Background: an optimization exercise with open tools, aiming at small area, a short achievable clock period and few clock cycles. Do not read the settings as production practice. At most, simulation tests tie the RTL to the original design; equivalence was not proved. Power figures rest on the tool's default switching activity, not on a simulated workload.

==> inputs of 09-03 <==
==> flow/design.v (excerpt) <==
module mest_pro#(
    parameter OP_CODE_SIZE     = 4,
    parameter INSTRUCTION_SIZE = OP_CODE_SIZE + 8 + 8 + 8,
    parameter ROM_DEPTH = 65536
)(
    input clk,
    input i_reset_n,
    input i_start,
    output [$clog2(ROM_DEPTH)-1  :0] o_prog_counter,
    input [INSTRUCTION_SIZE-1    :0] i_instruction,
    output [8-1 :0] o_result,
    output o_valid_result,
    output o_carry,
    output o_zero_flag,
    output o_all_done
);
wire       issue;       
wire       run;         
wire       start;
wire [3:0] op   = i_instruction[27:24];
wire       is_jmp  = issue & (op == 4'd8);
wire       is_ret  = issue & (op == 4'd9);
wire       is_halt = issue & (op == 4'd15);
wire       x_s0, x_cin;
wire [7:0] x_a;
wire [7:1] x_bm;
wire [8:0] x_y;
wire       x_valid;
mest_pro_ctrlr u_ctrlr(
    .clk        (clk),
    .i_reset_n  (i_reset_n),
    .i_start    (i_start),
    .i_redirect (is_jmp | is_ret),
    .i_halt     (is_halt),
    .o_start    (start),
    .o_run      (run),
    .o_issue    (issue),
    .o_all_done (o_all_done)
);
mest_pro_fetch u_fetch(
    .clk            (clk),
    .i_reset_n      (i_reset_n),
    .i_run          (run),
    .i_start        (start),
    .i_jmp          (is_jmp),
    .i_ret          (is_ret),
    .i_const_K      (i_instruction[23:16]),
    .o_prog_counter (o_prog_counter)
);
mest_pro_decode u_decode(
    .clk        (clk),
    .i_reset_n  (i_reset_n),
    .i_issue    (issue),
    .i_instr    (i_instruction),
    .o_valid    (x_valid),
    .o_s0       (x_s0),
    .o_cin      (x_cin),
    .o_a        (x_a),
    .o_bm       (x_bm),
    .o_y        (x_y)
);
  ...
export LEC_CHECK = 0
export ABC_AREA = 1
export CAP_MARGIN = 20
export CORE_MARGIN = 2
export CORE_UTILIZATION = 60
export CTS_BUF_LIST = sky130_fd_sc_hd__clkbuf_8
export SETUP_SLACK_MARGIN = 2.95
export SLEW_MARGIN = 20
create_clock -name core_clock -period 5.0 [get_ports {clk}]
standard.sh (not shown) runs the stock make flow with config.mk's settings and CLKGATE_MAP_FILE= SYNTH_SCRIPT=/design/flow/synth_recipe.tcl, a recipe that flattens the netlist after the stock synthesis.
==> flow/flow/run.sh <==
#!/bin/bash
# Layout: the standard synthesis, then the standard ORFS steps with plain
# buffers (not delay cells) on the ports and free resizing.
set -euo pipefail
bash standard.sh synth > synth.log 2>&1
bash standard.sh BUFFER_PORTS_ARGS="-buffer_cell sky130_fd_sc_hd__buf_1" MATCH_CELL_FOOTPRINT=0 finish > layout.log 2>&1
==> inputs of 06-15, as changes to 09-03 <==
--- a/flow/design.v
+++ b/flow/design.v
@@ -28,36 +28,52 @@
 end
 endmodule
 module mest_pro_fetch(
     input  clk,
     input  i_reset_n,
     input  i_run,
     input  i_start,
+    input  i_halt,
     input  i_jmp,
     input  i_ret,
     input  [7:0] i_const_K,
     output [15:0] o_prog_counter
 );
 reg [15:0] pc;
 reg [15:0] ret_pc;
-wire [15:0] pc_inc = pc + 16'd1;
+wire [3:0]  g  = {&pc[11:8], &pc[7:4], &pc[3:0], 1'b1};
+wire [3:0]  gc = {g[3] & g[2] & g[1], g[2] & g[1], g[1], 1'b1};
+reg  [15:0] cy;
+integer i;
+always @(*)
+begin
+    for (i = 0; i < 4; i = i + 1) begin
+        cy[4*i]   = gc[i];
+        cy[4*i+1] = gc[i] & pc[4*i];
+        cy[4*i+2] = gc[i] & pc[4*i] & pc[4*i+1];
+        cy[4*i+3] = gc[i] & pc[4*i] & pc[4*i+1] & pc[4*i+2];
+    end
+end
+wire [15:0] pc_inc = pc ^ cy;
 always @(posedge clk or negedge i_reset_n)
 begin
     if (~i_reset_n) begin
         pc     <= 16'd0;
         ret_pc <= 16'd0;
     end else begin
         if (i_jmp)
             ret_pc <= pc;
         if (~i_run)
             pc <= {15'd0, i_start};
         else if (i_jmp)
             pc <= {8'd0, i_const_K};
         else if (i_ret)
             pc <= ret_pc;
+        else if (i_halt)
+            pc <= 16'd0;
         else
             pc <= pc_inc;
     end
 end
 assign o_prog_counter = pc;
 endmodule
 module mest_pro_decode(
@@ -145,69 +161,68 @@
 wire p_18 = (i_a[5] & i_s0) & (i_a[3] & i_bm[2]);
 wire p_19 = (i_a[6] & i_s0) ^ (i_a[4] & i_bm[2]) ^ (i_a[3] & i_bm[3]);
 wire p_20 = ((i_a[6] & i_s0) & (i_a[4] & i_bm[2])) | ((i_a[3] & i_bm[3]) & ((i_a[6] & i_s0) ^ (i_a[4] & i_bm[2])));
 wire p_21 = (i_a[7] & i_s0) ^ (i_a[5] & i_bm[2]) ^ (i_a[4] & i_bm[3]);
 wire p_22 = ((i_a[7] & i_s0) & (i_a[5] & i_bm[2])) | ((i_a[4] & i_bm[3]) & ((i_a[7] & i_s0) ^ (i_a[5] & i_bm[2])));
 wire p_23 = (i_a[3] & i_bm[4]) ^ (i_a[2] & i_bm[5]);
 wire p_24 = (i_a[3] & i_bm[4]) & (i_a[2] & i_bm[5]);
-wire p_25 = (i_a[6] & i_bm[2]) ^ (i_a[5] & i_bm[3]) ^ (i_a[4] & i_bm[4]);
-wire p_26 = ((i_a[6] & i_bm[2]) & (i_a[5] & i_bm[3])) | ((i_a[4] & i_bm[4]) & ((i_a[6] & i_bm[2]) ^ (i_a[5] & i_bm[3])));
-wire p_27 = (i_a[3] & i_bm[5]) ^ (i_a[2] & i_bm[6]);
-wire p_28 = (i_a[3] & i_bm[5]) & (i_a[2] & i_bm[6]);
-wire p_29 = (i_a[0] & i_bm[4]) ^ ((i_a[3] & i_bm[1]) | i_y[4]) ^ p_10;
-wire p_30 = ((i_a[0] & i_bm[4]) & ((i_a[3] & i_bm[1]) | i_y[4])) | (p_10 & ((i_a[0] & i_bm[4]) ^ ((i_a[3] & i_bm[1]) | i_y[4])));
-wire p_31 = (i_a[2] & i_bm[3]) ^ (i_a[1] & i_bm[4]) ^ (i_a[0] & i_bm[5]);
-wire p_32 = ((i_a[2] & i_bm[3]) & (i_a[1] & i_bm[4])) | ((i_a[0] & i_bm[5]) & ((i_a[2] & i_bm[3]) ^ (i_a[1] & i_bm[4])));
-wire p_33 = ((i_a[4] & i_bm[1]) | i_y[5]) ^ p_17;
-wire p_34 = ((i_a[4] & i_bm[1]) | i_y[5]) & p_17;
-wire p_35 = (i_a[2] & i_bm[4]) ^ (i_a[1] & i_bm[5]) ^ (i_a[0] & i_bm[6]);
-wire p_36 = ((i_a[2] & i_bm[4]) & (i_a[1] & i_bm[5])) | ((i_a[0] & i_bm[6]) & ((i_a[2] & i_bm[4]) ^ (i_a[1] & i_bm[5])));
-wire p_37 = ((i_a[5] & i_bm[1]) | i_y[6]) ^ p_18 ^ p_19;
-wire p_38 = (((i_a[5] & i_bm[1]) | i_y[6]) & p_18) | (p_19 & (((i_a[5] & i_bm[1]) | i_y[6]) ^ p_18));
-wire p_39 = (i_a[1] & i_bm[6]) ^ (i_a[0] & i_bm[7]) ^ ((i_a[6] & i_bm[1]) | i_y[7]);
-wire p_40 = ((i_a[1] & i_bm[6]) & (i_a[0] & i_bm[7])) | (((i_a[6] & i_bm[1]) | i_y[7]) & ((i_a[1] & i_bm[6]) ^ (i_a[0] & i_bm[7])));
-wire p_41 = p_23 ^ p_20 ^ p_21;
-wire p_42 = (p_23 & p_20) | (p_21 & (p_23 ^ p_20));
-wire p_43 = (i_a[1] & i_bm[7]) ^ ((i_a[7] & i_bm[1]) | i_y[8]) ^ p_24;
-wire p_44 = ((i_a[1] & i_bm[7]) & ((i_a[7] & i_bm[1]) | i_y[8])) | (p_24 & ((i_a[1] & i_bm[7]) ^ ((i_a[7] & i_bm[1]) | i_y[8])));
-wire p_45 = p_27 ^ p_22 ^ p_25;
-wire p_46 = (p_27 & p_22) | (p_25 & (p_27 ^ p_22));
-wire p_47 = p_15 ^ p_29;
-wire p_48 = p_15 & p_29;
-wire p_49 = p_16 ^ p_31 ^ p_33;
-wire p_50 = (p_16 & p_31) | (p_33 & (p_16 ^ p_31));
-wire p_51 = p_32 ^ p_35 ^ p_34;
-wire p_52 = (p_32 & p_35) | (p_34 & (p_32 ^ p_35));
-wire p_53 = p_36 ^ p_39 ^ p_38;
-wire p_54 = (p_36 & p_39) | (p_38 & (p_36 ^ p_39));
-wire p_55 = p_40 ^ p_43 ^ p_42;
-wire p_56 = (p_40 & p_43) | (p_42 & (p_40 ^ p_43));
+wire p_25 = (i_a[0] & i_bm[4]) ^ ((i_a[3] & i_bm[1]) | i_y[4]) ^ p_10;
+wire p_26 = ((i_a[0] & i_bm[4]) & ((i_a[3] & i_bm[1]) | i_y[4])) | (p_10 & ((i_a[0] & i_bm[4]) ^ ((i_a[3] & i_bm[1]) | i_y[4])));
+wire p_27 = (i_a[2] & i_bm[3]) ^ (i_a[1] & i_bm[4]) ^ (i_a[0] & i_bm[5]);
+wire p_28 = ((i_a[2] & i_bm[3]) & (i_a[1] & i_bm[4])) | ((i_a[0] & i_bm[5]) & ((i_a[2] & i_bm[3]) ^ (i_a[1] & i_bm[4])));
+wire p_29 = ((i_a[4] & i_bm[1]) | i_y[5]) ^ p_17;
+wire p_30 = ((i_a[4] & i_bm[1]) | i_y[5]) & p_17;
+wire p_31 = (i_a[2] & i_bm[4]) ^ (i_a[1] & i_bm[5]) ^ (i_a[0] & i_bm[6]);
+wire p_32 = ((i_a[2] & i_bm[4]) & (i_a[1] & i_bm[5])) | ((i_a[0] & i_bm[6]) & ((i_a[2] & i_bm[4]) ^ (i_a[1] & i_bm[5])));
+wire p_33 = ((i_a[5] & i_bm[1]) | i_y[6]) ^ p_18 ^ p_19;
+wire p_34 = (((i_a[5] & i_bm[1]) | i_y[6]) & p_18) | (p_19 & (((i_a[5] & i_bm[1]) | i_y[6]) ^ p_18));
+wire p_35 = (i_a[1] & i_bm[6]) ^ (i_a[0] & i_bm[7]) ^ ((i_a[6] & i_bm[1]) | i_y[7]);
+wire p_36 = ((i_a[1] & i_bm[6]) & (i_a[0] & i_bm[7])) | (((i_a[6] & i_bm[1]) | i_y[7]) & ((i_a[1] & i_bm[6]) ^ (i_a[0] & i_bm[7])));
+wire p_37 = p_23 ^ p_20 ^ p_21;
+wire p_38 = (p_23 & p_20) | (p_21 & (p_23 ^ p_20));
+wire p_39 = p_15 ^ p_25;
+wire p_40 = p_15 & p_25;
+wire p_41 = p_16 ^ p_27 ^ p_29;
+wire p_42 = (p_16 & p_27) | (p_29 & (p_16 ^ p_27));
+wire p_43 = p_28 ^ p_31 ^ p_30;
+wire p_44 = (p_28 & p_31) | (p_30 & (p_28 ^ p_31));
+wire p_45 = p_32 ^ p_35 ^ p_34;
+wire p_46 = (p_32 & p_35) | (p_34 & (p_32 ^ p_35));
+wire p_47 = (i_a[6] & i_bm[2]) ^ (i_a[5] & i_bm[3]);
+wire p_48 = (i_a[4] & i_bm[4]) ^ (i_a[3] & i_bm[5]);
+wire p_49 = (i_a[2] & i_bm[6]) ^ (i_a[1] & i_bm[7]);
+wire p_50 = ((i_a[7] & i_bm[1]) | i_y[8]) ^ p_24;
+wire p_51 = p_47 ^ p_48;
+wire p_52 = p_49 ^ p_22;
+wire p_53 = p_50 ^ p_51;
+wire p_54 = p_36 ^ p_52;
+wire p_55 = p_53 ^ p_54;
 reg [18:0] q;
 reg v1;
 always @(posedge clk)
 begin
     q[0] <= p_1;
     q[1] <= p_3;
     q[2] <= p_7;
     q[3] <= p_13;
     q[4] <= p_12;
     q[5] <= p_14;
-    q[6] <= p_47;
-    q[7] <= p_30;
-    q[8] <= p_49;
-    q[9] <= p_48;
-    q[10] <= p_37;
-    q[11] <= p_51;
-    q[12] <= p_50;
-    q[13] <= p_41;
-    q[14] <= p_53;
-    q[15] <= p_52;
-    q[16] <= p_45;
+    q[6] <= p_39;
+    q[7] <= p_26;
+    q[8] <= p_41;
+    q[9] <= p_40;
+    q[10] <= p_33;
+    q[11] <= p_43;
+    q[12] <= p_42;
+    q[13] <= p_37;
+    q[14] <= p_45;
+    q[15] <= p_44;
+    q[16] <= p_38;
     q[17] <= p_55;
-    q[18] <= p_54;
+    q[18] <= p_46;
 end
 wire s_1 = q[4] ^ q[5];
 wire s_2 = q[4] & q[5];
 wire s_3 = q[7] ^ q[8] ^ q[9];
 wire s_4 = (q[7] & q[8]) | (q[9] & (q[7] ^ q[8]));
 wire s_5 = q[10] ^ q[11] ^ q[12];
 wire s_6 = (q[10] & q[11]) | (q[12] & (q[10] ^ q[11]));
@@ -299,14 +314,15 @@
     .o_all_done (o_all_done)
 );
 mest_pro_fetch u_fetch(
     .clk            (clk),
     .i_reset_n      (i_reset_n),
     .i_run          (run),
     .i_start        (start),
+    .i_halt         (is_halt),
     .i_jmp          (is_jmp),
     .i_ret          (is_ret),
     .i_const_K      (i_instruction[23:16]),
     .o_prog_counter (o_prog_counter)
 );
 mest_pro_decode u_decode(
     .clk        (clk),
==> flow/flow/run.sh (replaced) <==
#!/bin/bash
# Layout: the standard synthesis, then the standard ORFS steps with plain
# buffers (not delay cells) on the ports and free resizing.
set -euo pipefail
bash standard.sh synth > synth.log 2>&1
bash standard.sh BUFFER_PORTS_ARGS="-buffer_cell sky130_fd_sc_hd__buf_1" MATCH_CELL_FOOTPRINT=0 CTS_ARGS="-sink_clustering_enable -repair_clock_nets -buf_list sky130_fd_sc_hd__clkbuf_16 -dont_use_dummy_load -sink_clustering_size 50 -sink_clustering_max_diameter 300" finish > layout.log 2>&1
==> run summary <==
Worst Hold Endpoint=u_exec.o_result[3]; met1 wire length=4400 um; switching part of the total power=0.290; Worst path top cell family by delay=flip-flops; PnR Total Power=1830 uW; worst setup path startpoint=u_fetch.pc[1]; CP endpoint kind=output pin; Layout Cells excl Fill=716; core area=7650 um2; Crit-path slowest cell=dfrtp_1; status=no timing/DRC/antenna violations; clock power share=0.307; Post-Syn Area=4670 um2; DR vias/cell=5.02; GRT met1 Usage=0.332
The numbers above come from 06-15.

==> run summary <==
status=no timing/DRC/antenna violations; CP endpoint kind=flip-flop; PnR Total Power=2030 uW; Hold WS=0.354 ns; DR vias/cell=5.03; Post-Syn Area=4780 um2; Worst path top cell family by delay=adder cells; worst setup path startpoint=u_decode.o_a[4]; Layout Cells excl Fill=772; GRT met1 Usage=0.358; post-CTS resize count=20; clock power share=0.255; Final Slew Violations=0; Worst Hold Endpoint=u_exec.v1; switching part of the total power=0.334; met1 wire length=4970 um
The numbers above come from 09-03.

Testbench counts of 06-15, summed over its fixed seeds: cycles 7,274.
No functional check of the RTL was part of 09-03.

what the ideal ports hide:
Ports are ideal in the flow. The routed layouts listed here were re-timed in OpenROAD.
Step 1 sets driving cells, clkbuf_16 on the clock port and buf_2 on the other inputs (assumed; they add their load-dependent delay and slew).
Step 2 also shifts input and output timing later by t, the mid clock arrival at the registers, as if the neighbouring blocks saw the same clock.
a / b / c = ideal / step 1 / step 2; a / b = the first two.
run | t, ns | setup slack, ns | worst hold slack (ns) | clock arrival spread, ns | worst slew at a driven data input, ns
09-03 | 0.382 | 2.939 / 2.939 / 2.725 | 0.354 / 0.354 / 0.354 | 0.017 / 0.017 | 0.04
06-15 | 0.358 | 3.012 / 2.976 / 2.732 | 0.354 / 0.354 / 0.354 | 0.016 / 0.016 | 0.03
After both steps every run listed still meets setup and hold. The setup slack of 06-15, which loses most, moves by -0.036 ns with the drivers and by -0.280 ns with both steps.
